Context: an optimization exercise on an open-source flow, tuned for small area and a short achievable clock period. The choices shown serve that exercise and are no tape-out recipe. At most, simulation tests tie the RTL to the original design; equivalence was not proved.

==> run B <==
// FAS
module FAS (data_valid, data, clk, rst, fir_d, fir_valid, fft_valid, done, freq,
 fft_d1, fft_d2, fft_d3, fft_d4, fft_d5, fft_d6, fft_d7, fft_d8,
 fft_d9, fft_d10, fft_d11, fft_d12, fft_d13, fft_d14, fft_d15, fft_d0);
==> flow/config.mk <==
export PLATFORM = sky130hd
export DESIGN_NAME = FAS
export DESIGN_NICKNAME = FAS
export VERILOG_FILES = /design/flow/design.v
export SDC_FILE = /design/flow/constraint.sdc
export NUM_CORES = 8
export LEC_CHECK = 0
export CAP_MARGIN = 20
export CORE_MARGIN = 2
export CORE_UTILIZATION = 40
export SLEW_MARGIN = 20
==> flow/constraint.sdc <==
create_clock -name core_clock -period 18.0 [get_ports {clk}]
set_input_delay 3.6000 -clock core_clock [delete_from_list [all_inputs] [get_ports {clk}]]
set_output_delay 3.6000 -clock core_clock [all_outputs]
set_load 0.01 [all_outputs]
standard.sh (not shown) runs the stock make flow with config.mk's settings and CLKGATE_MAP_FILE= SYNTH_SCRIPT=/design/flow/synth_recipe.tcl, a recipe that flattens the netlist after the stock synthesis.
==> flow/flow/run.sh <==
#!/bin/bash
set -euo pipefail
export SETUP_SLACK_MARGIN=13.2
export BUFFER_PORTS_ARGS="-buffer_cell sky130_fd_sc_hd__buf_4"
bash standard.sh > standard_flow.log 2>&1
==> run P: changes against run B <==
==> flow/flow/run.sh (replaced) <==
#!/bin/bash
set -euo pipefail
export SETUP_SLACK_MARGIN=13.6
export BUFFER_PORTS_ARGS="-buffer_cell sky130_fd_sc_hd__buf_2"
bash standard.sh > standard_flow.log 2>&1
==> comparison <==
- Run B completed without violations. Run P produced a clean layout.
- Between run B and run P, the lower clock skew is in run P (gap 0.026 ns).
- Register-to-register slack is about the same in run P and run B.
- Fmax is about the same in run P and run B.
- In run B the worst hold slack is lower than in run P, by 0.016 ns.

* * *

==> wip/fjord: inputs <==
Another version of the RTL of FAS (not shown whole).
clock: 18.0 ns
lec_check: 0
cap_margin: 20
core_margin: 2
core_utilization: 60
cts_cluster_diameter: 150
cts_cluster_size: 20
slew_margin: 20
==> flow/flow/run.sh <==
#!/bin/bash
set -euo pipefail
export SETUP_SLACK_MARGIN=12.8
export BUFFER_PORTS_ARGS="-buffer_cell sky130_fd_sc_hd__buf_2"
R=orfs/results/sky130hd/FAS/base
bash standard.sh synth > flow_synth.log 2>&1
cp $R/1_2_yosys.v yosys_netlist_orig.v
python3 flow/fixfa.py yosys_netlist_orig.v $R/1_2_yosys.v > fixfa.log 2>&1
bash standard.sh > flow_layout.log 2>&1
Other scripts of this flow, unchanged in this note and not shown: flow/flow/fixfa.py
==> wip/nickel (differences from wip/fjord) <==
--- a/flow/design.v
+++ b/flow/design.v
@@ -3345,43 +3345,41 @@
   else begin f2r <= sDr; f2i <= sDi; end
 end
 reg [0:0] c3;
 wire [3:0] c3_q = nph - 4'd2;
 always @(posedge clk) c3 <= c3_q[1];
 reg [0:0] w3;
 wire [3:0] w3_q = nph - 4'd2;
 always @(posedge clk) w3 <= w3_q[0];
-reg [25:0] sEr, sEi, sFr, sFi;
+reg [26:0] sEr, sEi, sFr, sFi;
 wire [23:0] bf3_sr = sFr[23:0] + f2r[23:0]; wire [23:0] bf3_si = sFi[23:0] + f2i[23:0];
-wire [26:0] p3r = w3 ? {sFi[25],sFi} : {sFr[25],sFr}; wire [26:0] m3r = w3 ? {f2i[25],f2i} : {f2r[25],f2r};
-wire [26:0] p3i = w3 ? {f2r[25],f2r} : {sFi[25],sFi}; wire [26:0] m3i = w3 ? {sFr[25],sFr} : {f2i[25],f2i};
-wire [26:0] x3r0 = p3r - m3r; wire [26:0] x3r1 = p3r - m3r + 27'd1;
-wire [26:0] x3i0 = p3i - m3i; wire [26:0] x3i1 = p3i - m3i + 27'd1;
-wire [23:0] t3r = x3r0[26] ? x3r1[23:0] : x3r0[23:0];
-wire [23:0] t3i = x3i0[26] ? x3i1[23:0] : x3i0[23:0];
+wire [26:0] p3r = w3 ? sFi : sFr; wire [26:0] m3r = w3 ? {f2i[25],f2i} : {f2r[25],f2r};
+wire [26:0] p3i = w3 ? {f2r[25],f2r} : sFi; wire [26:0] m3i = w3 ? sFr : {f2i[25],f2i};
+wire [26:0] x3r = p3r - m3r; wire [26:0] x3i = p3i - m3i;
+wire [23:0] o3r = sFr[23:0] + {23'd0, sFr[26]}; wire [23:0] o3i = sFi[23:0] + {23'd0, sFi[26]};
 reg [23:0] f3r, f3i;
 always @(posedge clk) begin
-  if (c3) begin sEr <= {2'b00, t3r}; sEi <= {2'b00, t3i}; f3r <= bf3_sr; f3i <= bf3_si; end
-  else begin sEr <= f2r; sEi <= f2i; f3r <= sFr[23:0]; f3i <= sFi[23:0]; end
+  if (c3) begin sEr <= x3r; sEi <= x3i; f3r <= bf3_sr; f3i <= bf3_si; end
+  else begin sEr <= {f2r[25], f2r}; sEi <= {f2i[25], f2i}; f3r <= o3r; f3i <= o3i; end
   sFr <= sEr; sFi <= sEi;
 end
 reg [0:0] c4;
 wire [3:0] c4_q = nph - 4'd5;
 always @(posedge clk) c4 <= c4_q[0];
 reg [23:0] sGr, sGi;
 wire [23:0] s4r = sGr + f3r; wire [23:0] s4i = sGi + f3i;
-wire [23:0] d4r0 = sGr - f3r; wire [23:0] d4i0 = sGi - f3i;
-wire [15:0] d4rf = d4r0[23:8] + {15'd0, d4r0[23]};
-wire [15:0] d4if = d4i0[23:8] + {15'd0, d4i0[23]};
+wire [23:0] d4r = sGr - f3r; wire [23:0] d4i = sGi - f3i;
+wire [15:0] o4r = sGr[23:8] + {15'd0, sGr[23]};
+wire [15:0] o4i = sGi[23:8] + {15'd0, sGi[23]};
 reg [31:0] ch [0:15];
 integer ic;
 always @(posedge clk) begin
-  if (c4) begin ch[0] <= {s4r[23:8], s4i[23:8]}; sGr <= {8'd0, d4rf}; sGi <= {8'd0, d4if}; end
-  else begin ch[0] <= {sGr[15:0], sGi[15:0]}; sGr <= f3r; sGi <= f3i; end
+  if (c4) begin ch[0] <= {s4r[23:8], s4i[23:8]}; sGr <= d4r; sGi <= d4i; end
+  else begin ch[0] <= {o4r, o4i}; sGr <= f3r; sGi <= f3i; end
   for (ic=1; ic<16; ic=ic+1) ch[ic] <= ch[ic-1];
 end
 assign fft_d0 = {ch[15][31:16], 16'd0};
 assign fft_d1 = ch[7];
 assign fft_d2 = ch[11];
 assign fft_d3 = ch[3];
 assign fft_d4 = ch[13];
 assign fft_d5 = ch[5];
==> flow/flow/run.sh (replaced) <==
#!/bin/bash
set -euo pipefail
export SETUP_SLACK_MARGIN=12.9
export BUFFER_PORTS_ARGS="-buffer_cell sky130_fd_sc_hd__buf_2"
R=orfs/results/sky130hd/FAS/base
bash standard.sh synth > flow_synth.log 2>&1
cp $R/1_2_yosys.v yosys_netlist_orig.v
python3 flow/fixfa.py yosys_netlist_orig.v $R/1_2_yosys.v > fixfa.log 2>&1
bash standard.sh > flow_layout.log 2>&1
Settings changed: CORE_UTILIZATION 60 to 40.
==> qor summary <==
metric                                                                       wip/nickel      wip/fjord
Run status                                             no timing/DRC/antenna violations  no timing/DRC/antenna violations
Worst Setup EP                                                               fft_d15[7]        sGi[15]
Total stage count of the critical path                                                2             18
Count of clock tree sinks                                                         2,399          2,395
Number of placed instances with taps included                                    16,581         15,305
Buffers from clock root to sink, at most                                              4              3
Core occupancy in the finished layout                                             0.441          0.649
Number of antenna violations at the first check in global routing                    18             13
Final worst path period need                                                    5110 ps        5170 ps
Routed Wire Length                                                               378 mm         387 mm
Non-clock buffer instance count of the final layout                                 648            617
Number of violations reported at the end of detailed-routing iteration 0          6,158          7,947
Tapcells                                                                          4,366          2,975
CP arrival                                                                      1510 ps        5930 ps
Layout buffering overhead excluding clock cells                                  0.0298         0.0248
Global-route met3 utilization                                                    0.0332         0.0661
Final Hold Slack                                                                 270 ps         302 ps
Antenna cell count                                                                   10              9
Number of non-filler instances in the completed layout                           16,817         15,513
Actual transition at the worst max-transition pin                               1160 ps        1130 ps
Hold path startpoint                                                            sEi[17]      x[30][11]
Number of vias in the routed layout                                              85,827         89,888
Area of all placed cells without fillers                                  146,000 sq um  144,000 sq um
Function not checked in wip/fjord: the RTL went through the layout flow alone.

* * *

==> exp/delta <==
FAS with an RTL version that a note above also has.
==> flow/config.mk <==
export PLATFORM = sky130hd
export DESIGN_NAME = FAS
export DESIGN_NICKNAME = FAS
export VERILOG_FILES = /design/flow/design.v
export SDC_FILE = /design/flow/constraint.sdc
export NUM_CORES = 8
export LEC_CHECK = 0
export CAP_MARGIN = 20
export CORE_MARGIN = 2
export CORE_UTILIZATION = 40
export CTS_CLUSTER_SIZE = 30
export SLEW_MARGIN = 20
==> flow/constraint.sdc <==
create_clock -name core_clock -period 18.0 [get_ports {clk}]
set_input_delay 3.6000 -clock core_clock [delete_from_list [all_inputs] [get_ports {clk}]]
set_output_delay 3.6000 -clock core_clock [all_outputs]
set_load 0.01 [all_outputs]
==> flow/flow/run.sh <==
#!/bin/bash
set -euo pipefail
export SETUP_SLACK_MARGIN=13.2
export BUFFER_PORTS_ARGS="-buffer_cell sky130_fd_sc_hd__buf_4"
R=orfs/results/sky130hd/FAS/base
bash standard.sh synth > flow_synth.log 2>&1
cp $R/1_2_yosys.v yosys_netlist_orig.v
python3 flow/fixfa.py yosys_netlist_orig.v $R/1_2_yosys.v > fixfa.log 2>&1
bash standard.sh > flow_layout.log 2>&1
Other scripts of this flow, unchanged in this note and not shown: flow/flow/fixfa.py
==> exp/lagoon (differences from exp/delta) <==
--- a/flow/flow/run.sh
+++ b/flow/flow/run.sh
@@ -2,4 +2,4 @@
 set -euo pipefail
-export SETUP_SLACK_MARGIN=13.2
-export BUFFER_PORTS_ARGS="-buffer_cell sky130_fd_sc_hd__buf_4"
+export SETUP_SLACK_MARGIN=12.9
+export BUFFER_PORTS_ARGS="-buffer_cell sky130_fd_sc_hd__buf_2"
 R=orfs/results/sky130hd/FAS/base
--- a/flow/config.mk
+++ b/flow/config.mk
@@ -10,3 +10,2 @@
 export CORE_UTILIZATION = 40
-export CTS_CLUSTER_SIZE = 30
 export SLEW_MARGIN = 20
==> exp/maple (differences from exp/delta) <==
--- a/flow/config.mk
+++ b/flow/config.mk
@@ -10,3 +10,2 @@
 export CORE_UTILIZATION = 40
-export CTS_CLUSTER_SIZE = 30
 export SLEW_MARGIN = 20
==> comparison table <==
	exp/lagoon	exp/delta	exp/maple
Destination of the worst hold path	sFi[8]	d1[5][0]	d1[5][0]
Global-route wire length before repair	588.9 mm	600.7 mm	600.7 mm
Met1 layer wirelength in the final routing	166.3 mm	172.1 mm	172.1 mm
Antenna violations before repair	11	15	15
Met2 usage in global routing	36.66%	37.48%	37.48%
Relative area of clock buffers and inverters in the final design	5.882%	5.644%	5.644%
Reg-to-reg critical path endpoint	fir_r1110	fir_r1121	fir_r1121
Worst-case headroom to the max-slew limit	21.25%	20.31%	20.31%
Met3 layer usage reported by global route	4.266%	3.680%	3.680%
Highest achievable clock rate	0.1948 GHz	0.1951 GHz	0.1951 GHz
1st-iter DRT viols	6020	5899	5899
Multi-input gate share of the layout cell area	53.06%	51.96%	51.96%
Number of global-route vias before repair	93940	95340	95340
ANT cells	5	4	4
Detailed-route vias per instance	5.050	5.052	5.052
First-pass iteration count of the detailed router	6	10	10
Detail Route met2 WL	183.7 mm	190.2 mm	190.2 mm
Gp weighted congestion	0.9607	0.9794	0.9794
Result of the run	no timing/DRC/antenna violations	no timing/DRC/antenna violations	no timing/DRC/antenna violations
Largest net degree at the start of global routing	81	88	88
Fraction of area in non-clock buffers	4.035%	6.553%	6.553%

afterwards: timing with drivers on the ports:
Ports are ideal in the flow. The routed layouts listed here were re-timed in OpenROAD.
Step 1: set_driving_cell puts a clkbuf_16 on clk and a buf_2 on each other input, an assumption about the parent block.
Step 2 also shifts input and output timing later by t, the mid clock arrival at the registers, as if the neighbouring blocks saw the same clock.
Three values: no drivers, after step 1, after step 2; two values: the first two.
run | t (ns) | slack for setup (ns) | clock arrival spread, ns | worst data-port slew with drivers (ns) | cell pins on the clock port's net
run B | 0.997 | 12.845 / 12.750 / 13.068 | 0.100 / 0.100 | 0.04 | 1
run P | 0.997 | 12.839 / 12.743 / 13.074 | 0.075 / 0.075 | 0.06 | 1
wip/fjord | 0.914 | 12.832 / 12.755 / 12.832 | 0.077 / 0.078 | 0.04 | 1
wip/nickel | 0.983 | 12.895 / 12.783 / 13.073 | 0.080 / 0.080 | 0.08 | 1
exp/delta | 0.992 | 12.875 / 12.779 / 13.171 | 0.117 / 0.117 | 0.05 | 1
exp/lagoon | 0.996 | 12.868 / 12.774 / 13.022 | 0.105 / 0.105 | 0.05 | 1
exp/maple | 0.992 | 12.875 / 12.779 / 13.171 | 0.117 / 0.117 | 0.05 | 1
After both steps every run listed still meets setup and hold.
